This is an optimization exercise on Yosys and OpenROAD, whose aim is small area, a short achievable clock period and few clock cycles, not a production implementation. Only simulation tests tie the RTL to the original design; equivalence was not proved.

==> inputs of job 3381 <==
==> flow/design.v (excerpt) <==
module kappa3_light_core(input         clock,
			 input 	       reset,
			 output [31:0] mem_addr,
			 output        mem_read,
			 output        mem_write,
			 output [31:0] mem_wrdata,
			 output [3:0]  mem_wrbits,
			 input [31:0]  mem_rddata);
clock: 10.0 ns
lec_check: 0
cap_margin: 25
core_margin: 2
core_utilization: 60
cts_buf_list: sky130_fd_sc_hd__clkbuf_16
cts_cluster_diameter: 80
cts_cluster_size: 24
place_density: 0.7
slew_margin: 25
synth_hierarchical: 1
standard.sh (not shown) runs the stock make flow with config.mk's settings and CLKGATE_MAP_FILE= SYNTH_SCRIPT=/design/flow/synth_recipe.tcl, a recipe that flattens the netlist after the stock synthesis.
==> flow/flow/run.sh <==
#!/bin/bash
# Layout flow: the standard synthesis (standard.sh synth, unchanged), then
# the standard ORFS steps (standard.sh) with three changes:
#  - the port buffers are buf_4 cells instead of the cell buffer_ports picks
#    by default (a slow delay cell on this platform);
#  - timing repair aims for a larger setup margin, on the worst endpoints only;
#  - clock tree synthesis inserts no dummy loads (same buffers and clustering
#    as config.mk's CTS settings).
# make's output goes to flow_synth.log and flow_layout.log, each ORFS step's
# to orfs/logs/.
set -euo pipefail
cd "$(dirname "$0")/.."
bash standard.sh synth > flow_synth.log 2>&1
bash standard.sh "BUFFER_PORTS_ARGS=-buffer_cell sky130_fd_sc_hd__buf_4" \
     SETUP_SLACK_MARGIN=6.5 TNS_END_PERCENT=5 \
     "CTS_ARGS=-sink_clustering_enable -repair_clock_nets -buf_list sky130_fd_sc_hd__clkbuf_16 -sink_clustering_size 24 -sink_clustering_max_diameter 80 -dont_use_dummy_load" \
     finish > flow_layout.log 2>&1
==> job 4348 (differences from job 3381) <==
--- a/flow/design.v
+++ b/flow/design.v
@@ -962,18 +962,17 @@
 		  output 	use_rs2,    
 		  output 	wr_rd,      
 		  output [31:0] imm_b_op,   
 		  output [11:0] imm_agu,    
 		  output [9:0] 	alu_op,     
 		  output 	inv_b,      
 		  output 	sra,        
 		  output [5:0] 	mis,        
-		  output [13:0] off_b,      
-		  output [13:0] off_j,      
+		  output [13:0] br_off,     
 		  output 	pred);      
    wire [4:0] op = ir[6:2];
    wire [2:0] f3 = ir[14:12];
    wire       is_r     = (op == 5'b01100);
    wire       is_i     = (op == 5'b00100);
    wire       is_lui   = (op == 5'b01101);
    assign is_ld    = (op == 5'b00000);
    assign is_st    = (op == 5'b01000);
@@ -1006,18 +1005,19 @@
    wire       bt = is_br & ir[31];     
    wire       bn = is_br & ~ir[31];    
    assign mis[0] = (f3 == 3'b000 & bn) | (f3 == 3'b001 & bt);   
    assign mis[1] = (f3 == 3'b000 & bt) | (f3 == 3'b001 & bn);   
    assign mis[2] = (f3 == 3'b100 & bn) | (f3 == 3'b101 & bt);   
    assign mis[3] = (f3 == 3'b100 & bt) | (f3 == 3'b101 & bn);   
    assign mis[4] = (f3 == 3'b110 & bn) | (f3 == 3'b111 & bt);   
    assign mis[5] = (f3 == 3'b110 & bt) | (f3 == 3'b111 & bn);   
-   assign off_b = {{4{ir[31]}}, ir[7], ir[30:25], ir[11:9]};
-   assign off_j = {ir[15:12], ir[20], ir[30:22]};
+   wire [13:0] off_b = {{4{ir[31]}}, ir[7], ir[30:25], ir[11:9]};
+   wire [13:0] off_j = {ir[15:12], ir[20], ir[30:22]};
+   assign br_off = ir[2] ? off_j : off_b;
 endmodule  
 module reg32(input             clock,
 	     input 	       reset,
 	     input [31:0]      in,
 	     input 	       ld,
 	     output reg [31:0] out);
    always @ ( posedge clock or negedge reset )
      if ( !reset )
@@ -1154,21 +1154,21 @@
 			 output        mem_write,
 			 output [31:0] mem_wrdata,
 			 output [3:0]  mem_wrbits,
 			 input [31:0]  mem_rddata);
    reg 		init;           
    reg 		m_ld, m_st;     
    reg [15:2] 	fpc;            
    reg 		e_valid;        
-   wire [31:0] 	e_a, e_b;       
+   reg [31:0] 	e_a, e_b;
    reg [11:0] 	e_imm;
    reg [9:0] 	e_op;
    reg 		e_cin;
-   wire [4:0] 	e_shamt;
+   reg [4:0] 	e_shamt;
    reg 		e_sra, e_left;
    reg [5:0] 	e_mis;
    reg [2:0] 	e_f3;
    reg [4:0] 	e_rd;
    reg 		e_wr, e_ld, e_st, e_jalr;
    reg [15:2] 	e_altpc;
    reg [31:0] 	r_q;            
    reg [4:0] 	w_rd;           
@@ -1196,77 +1196,74 @@
    wire [31:0] 	ir = mem_rddata;
    wire 	is_ld, is_st, is_br, is_jal, is_jalr, is_auipc;
    wire 	use_rs1, use_rs2, wr_rd, sra, pred;
    wire [31:0] 	imm_b_op;
    wire [11:0] 	imm_agu;
    wire [9:0] 	alu_op;
    wire 	inv_b;
    wire [5:0] 	mis;
-   wire [13:0] 	off_b, off_j;
+   wire [13:0] 	br_off;
    controller controller_inst(.ir(ir),
 			      .is_ld(is_ld), .is_st(is_st), .is_br(is_br),
 			      .is_jal(is_jal), .is_jalr(is_jalr), .is_auipc(is_auipc),
 			      .use_rs1(use_rs1), .use_rs2(use_rs2), .wr_rd(wr_rd),
 			      .imm_b_op(imm_b_op), .imm_agu(imm_agu),
 			      .alu_op(alu_op), .inv_b(inv_b), .sra(sra), .mis(mis),
-			      .off_b(off_b), .off_j(off_j), .pred(pred));
+			      .br_off(br_off), .pred(pred));
    wire [4:0] 	rs1_addr = ir[19:15];
    wire [4:0] 	rs2_addr = ir[24:20];
    wire [31:0] 	rf_rs1, rf_rs2;
    wire [31:0] 	rf_wdata;
    regfile regfile_inst(.clock(clock),
 			.rs1_addr(rs1_addr), .rs2_addr(rs2_addr),
 			.rd_addr(w_rd), .in(rf_wdata), .ld(rf_we), .clear(init),
 			.rs1_out(rf_rs1), .rs2_out(rf_rs2));
    wire [31:0] 	e_result;
    wire [31:0] 	st_data;
    wire 	eq, lt, ltu;
    alu alu_inst(.in1(e_a), .in2(e_b), .cin(e_cin), .shamt(e_shamt), .op(e_op), .sra(e_sra), .left(e_left),
 		.link({16'h0, e_altpc, 2'b00}), .stdata(st_data),
 		.out(e_result), .eq(eq), .lt(lt), .ltu(ltu));
    wire [16:0] 	agu;
    add17 agu_inst(.a(e_a[16:0]), .b({{5{e_imm[11]}}, e_imm}), .s(agu));
-   wire 	mispredict, mispredict_v;
-   mispred mp_f(.m(e_mis), .eq(eq), .lt(lt), .ltu(ltu), .go(e_go_1), .y(mispredict));
-   mispred mp_v(.m(e_mis), .eq(eq), .lt(lt), .ltu(ltu), .go(e_go_1), .y(mispredict_v));
+   wire 	mispredict = e_go_1 & ((e_mis[0] & eq) | (e_mis[1] & ~eq) |
+				       (e_mis[2] & lt) | (e_mis[3] & ~lt) |
+				       (e_mis[4] & ltu) | (e_mis[5] & ~ltu));
    wire 	jump_reg = e_go_1 & e_jalr;
    wire 	wbf1 = w_valid & (w_rd == rs1_addr);
    wire 	wbf2 = w_valid & (w_rd == rs2_addr);
    wire 	fwd_ok = e_go_2 & e_wr;
    wire 	fa = fwd_ok & (e_rd == rs1_addr);
    wire 	fb = fwd_ok & (e_rd == rs2_addr);
    wire [15:2] 	fpc_inc = fpc + 14'd1;
-   wire [15:2] 	tgt_b, tgt_j;
-   ksadd14 tgt_b_inst(.a(fpc), .b(off_b), .s(tgt_b));
-   ksadd14 tgt_j_inst(.a(fpc), .b(off_j), .s(tgt_j));
+   wire [15:2] 	fpc_tgt;
+   ksadd14 tgt_inst(.a(fpc), .b(br_off), .s(fpc_tgt));
    wire [31:0] 	ld_data;
    ldconv ldconv_inst(.in(mem_rddata), .f3(m_f3), .offset(maddr[1:0]), .out(ld_data));
    assign rf_wdata = m_ld ? ld_data : (r_q & {32{~init}});
    wire 	m_next_ld = e_go_2 & e_ld;
    wire 	m_next_st = e_go_2 & e_st;
    assign m_next = m_next_ld | m_next_st;
-   wire 	e_valid_next = fd_go_v ? ~(mispredict_v | jump_reg) : e_valid;
+   wire 	e_valid_next = fd_go_v ? ~(mispredict | jump_reg) : e_valid;
    assign e_go_next = e_valid_next & ~m_next;
    wire 	ld_rd_nz = (e_rd != 5'd0);
    assign fix_a_next = m_next_ld & ld_rd_nz & use_rs1 & (rs1_addr == e_rd);
    assign fix_b_next = m_next_ld & ld_rd_nz & use_rs2 & (rs2_addr == e_rd);
    assign rf_we_next = e_go_2 & (e_wr | (e_ld & ld_rd_nz));
    wire 	s_jr = jump_reg;
    wire 	s_hold = ~jump_reg & ~fd_go_f;
-   wire 	s_tj = ~jump_reg & fd_go_f & is_jal;
-   wire 	s_tb = ~jump_reg & fd_go_f & pred & ~is_jal;
+   wire 	s_tgt = ~jump_reg & fd_go_f & pred;
    wire 	s_inc = ~jump_reg & fd_go_f & ~pred;
    wire [15:2] 	fpc_seq = ({14{s_jr}} & agu[15:2]) | ({14{s_hold}} & fpc) |
-		({14{s_tj}} & tgt_j) | ({14{s_tb}} & tgt_b) | ({14{s_inc}} & fpc_inc);
+		({14{s_tgt}} & fpc_tgt) | ({14{s_inc}} & fpc_inc);
    wire 	a_agu = m_next | jump_reg;
    wire [16:0] 	maddr_seq = ({17{a_agu}} & agu) |
 		({17{~m_next & s_hold}} & {1'b0, fpc, 2'b00}) |
-		({17{~m_next & s_tj}} & {1'b0, tgt_j, 2'b00}) |
-		({17{~m_next & s_tb}} & {1'b0, tgt_b, 2'b00}) |
+		({17{~m_next & s_tgt}} & {1'b0, fpc_tgt, 2'b00}) |
 		({17{~m_next & s_inc}} & {1'b0, fpc_inc, 2'b00});
    wire [15:2] 	fpc_next = mispredict ? e_altpc : fpc_seq;
    wire [16:0] 	maddr_next = mispredict ? {1'b0, e_altpc, 2'b00} : maddr_seq;
    wire [3:0] 	st_bits;
    stconv stconv_inst(.in(e_b), .f3(e_f3[1:0]), .out(st_data));
    stbits stbits_inst(.f3(e_f3[1:0]), .offset(agu[1:0]), .bits(st_bits));
    always @ ( posedge clock or negedge reset )
      if ( !reset ) begin
@@ -1300,60 +1297,51 @@
    wire 	sb_ex = use_rs2 & fb;
    wire 	sb_rf = use_rs2 & ~fb & ~wbf2;
    wire [31:0] 	b_oth0 = use_rs2 ? r_q : imm_b_op;
    wire [31:0] 	b_late = sb_rf ? rf_rs2 : e_result;
    wire [31:0] 	b_fd = ((sb_rf | sb_ex) ? b_late : b_oth0) ^ {32{inv_b}};
    wire [31:0] 	b_next = fix_b ? (ld_data ^ {32{e_cin}}) : b_fd;
    wire [4:0] 	sh_fd = sb_rf ? rf_rs2[4:0] : sb_ex ? e_result[4:0] : b_oth0[4:0];
    wire [4:0] 	sh_next = fix_b ? ld_data[4:0] : sh_fd;
-   dffq #(32) q_a(.clock(clock), .d(en_a ? a_next : e_a), .q(e_a));
-   dffq #(32) q_b(.clock(clock), .d(en_b ? b_next : e_b), .q(e_b));
-   dffq #(5) q_sh(.clock(clock), .d(en_b ? sh_next : e_shamt), .q(e_shamt));
+   always @ ( posedge clock ) begin
+      if ( en_a )
+	e_a <= a_next;
+      if ( en_b ) begin
+	 e_b <= b_next;
+	 e_shamt <= sh_next;
+      end
+   end
    always @ ( posedge clock ) begin
       if ( fd_go_e ) begin
 	 e_cin <= inv_b;
 	 e_imm <= imm_agu;
 	 e_op <= alu_op;
 	 e_sra <= sra;
 	 e_left <= alu_op[1];
 	 e_mis <= mis;
 	 e_f3 <= ir[14:12];
 	 e_rd <= ir[11:7];
 	 e_wr <= wr_rd;
 	 e_ld <= is_ld;
 	 e_st <= is_st;
 	 e_jalr <= is_jalr;
-	 e_altpc <= (is_br & ~ir[31]) ? tgt_b : fpc_inc;
+	 e_altpc <= (is_br & ~ir[31]) ? fpc_tgt : fpc_inc;
       end
       if ( e_go_2 ) begin
 	 wbits <= st_bits;
 	 m_f3 <= e_f3;
       end
    end
    assign mem_addr = {15'h0, maddr};
    assign mem_read = mread;
    assign mem_write = m_st;
    assign mem_wrdata = r_q;
    assign mem_wrbits = wbits;
 endmodule  
-module mispred(input [5:0] m,
-	       input 	   eq, lt, ltu,
-	       input 	   go,
-	       output 	   y);
-   assign y = go & ((m[0] & eq) | (m[1] & ~eq) | (m[2] & lt) | (m[3] & ~lt) |
-		    (m[4] & ltu) | (m[5] & ~ltu));
-endmodule  
-module dffq #(parameter W = 1)
-   (input              clock,
-    input [W-1:0]      d,
-    output reg [W-1:0] q);
-   always @ ( posedge clock )
-     q <= d;
-endmodule  
 module ctlff(input     clock,
 	     input     reset,
 	     input     d,
 	     output reg q);
    always @ ( posedge clock or negedge reset )
      if ( !reset )
        q <= 1'b0;
      else
==> flow/flow/run.sh (replaced) <==
#!/bin/bash
# Layout flow: the standard synthesis (standard.sh synth, unchanged), then
# the standard ORFS steps (standard.sh) with two changes:
#  - the port buffers are buf_4 cells instead of the cell buffer_ports picks
#    by default (a slow delay cell on this platform);
#  - timing repair aims for a larger setup margin, on the worst endpoints only.
# make's output goes to flow_synth.log and flow_layout.log, each ORFS step's
# to orfs/logs/.
set -euo pipefail
cd "$(dirname "$0")/.."
bash standard.sh synth > flow_synth.log 2>&1
bash standard.sh "BUFFER_PORTS_ARGS=-buffer_cell sky130_fd_sc_hd__buf_4" \
     SETUP_SLACK_MARGIN=6.0 TNS_END_PERCENT=5 finish > flow_layout.log 2>&1
CORE_UTILIZATION = 50   (was 60)
PLACE_DENSITY = default   (was 0.7)
==> results.cfg <==
[timing]
whs_ps = 441
final.setup.worst_slack_ps = 6020

[floorplanning]
rows = 118

[layout]
stdcell_area_sq_um = 72400
multi_input_area_share_pct = 39.3
fillers = 7343

[synthesis]
yosysSeqAreaShare_pct = 56.1

[status]
status = complete, no violations

[worst_setup_path]
critPathSlowestCell = or3_1
-- figures above: job 3381

==> results.cfg <==
[status]
status = complete, no violations

[layout]
stdcell_area_sq_um = 71500
final_cells = 6972
multi_input_area_share_pct = 38.1

[global_routing]
grt_util_met2_pct = 58.8

[worst_setup_path]
crit_fanout = 16
critPathSlowestCell = a222oi_1

[cts]
cts_tree = done

[floorplanning]
rows = 129

[timing]
whs_ps = 437
final.setup.worst_slack_ps = 5750

[drt]
drt-total-wl_mm = 260
-- figures above: job 4348

Testbench counts of job 3381, summed over its fixed seeds: cycles 653,986.
Testbench counts of job 4348, summed over its fixed seeds: cycles 653,986.

re-timing with driven ports:
The results above use ideal ports. As a check the final layouts listed here were re-extracted and re-timed, cells and wires unchanged. Step 1 sets driving cells, clkbuf_16 on the clock port and buf_2 on the other inputs (assumed; they add their load-dependent delay and slew). Step 2 also shifts input and output timing later by t, the mid clock arrival at the registers, as if the neighbouring blocks saw the same clock. a / b / c = no drivers / after step 1 / after step 2; a / b = the first two.
run | t (ns) | slack for setup (ns) | worst data-port slew with drivers (ns)
job 3381 | 0.776 | 6.023 / 5.876 / 5.100 | 0.33
job 4348 | 0.760 | 5.746 / 5.529 / 4.769 | 0.32
After both steps setup and hold are still met in every run listed. The setup slack of job 4348, which loses most, moves by -0.217 ns with the drivers and by -0.977 ns with both steps.
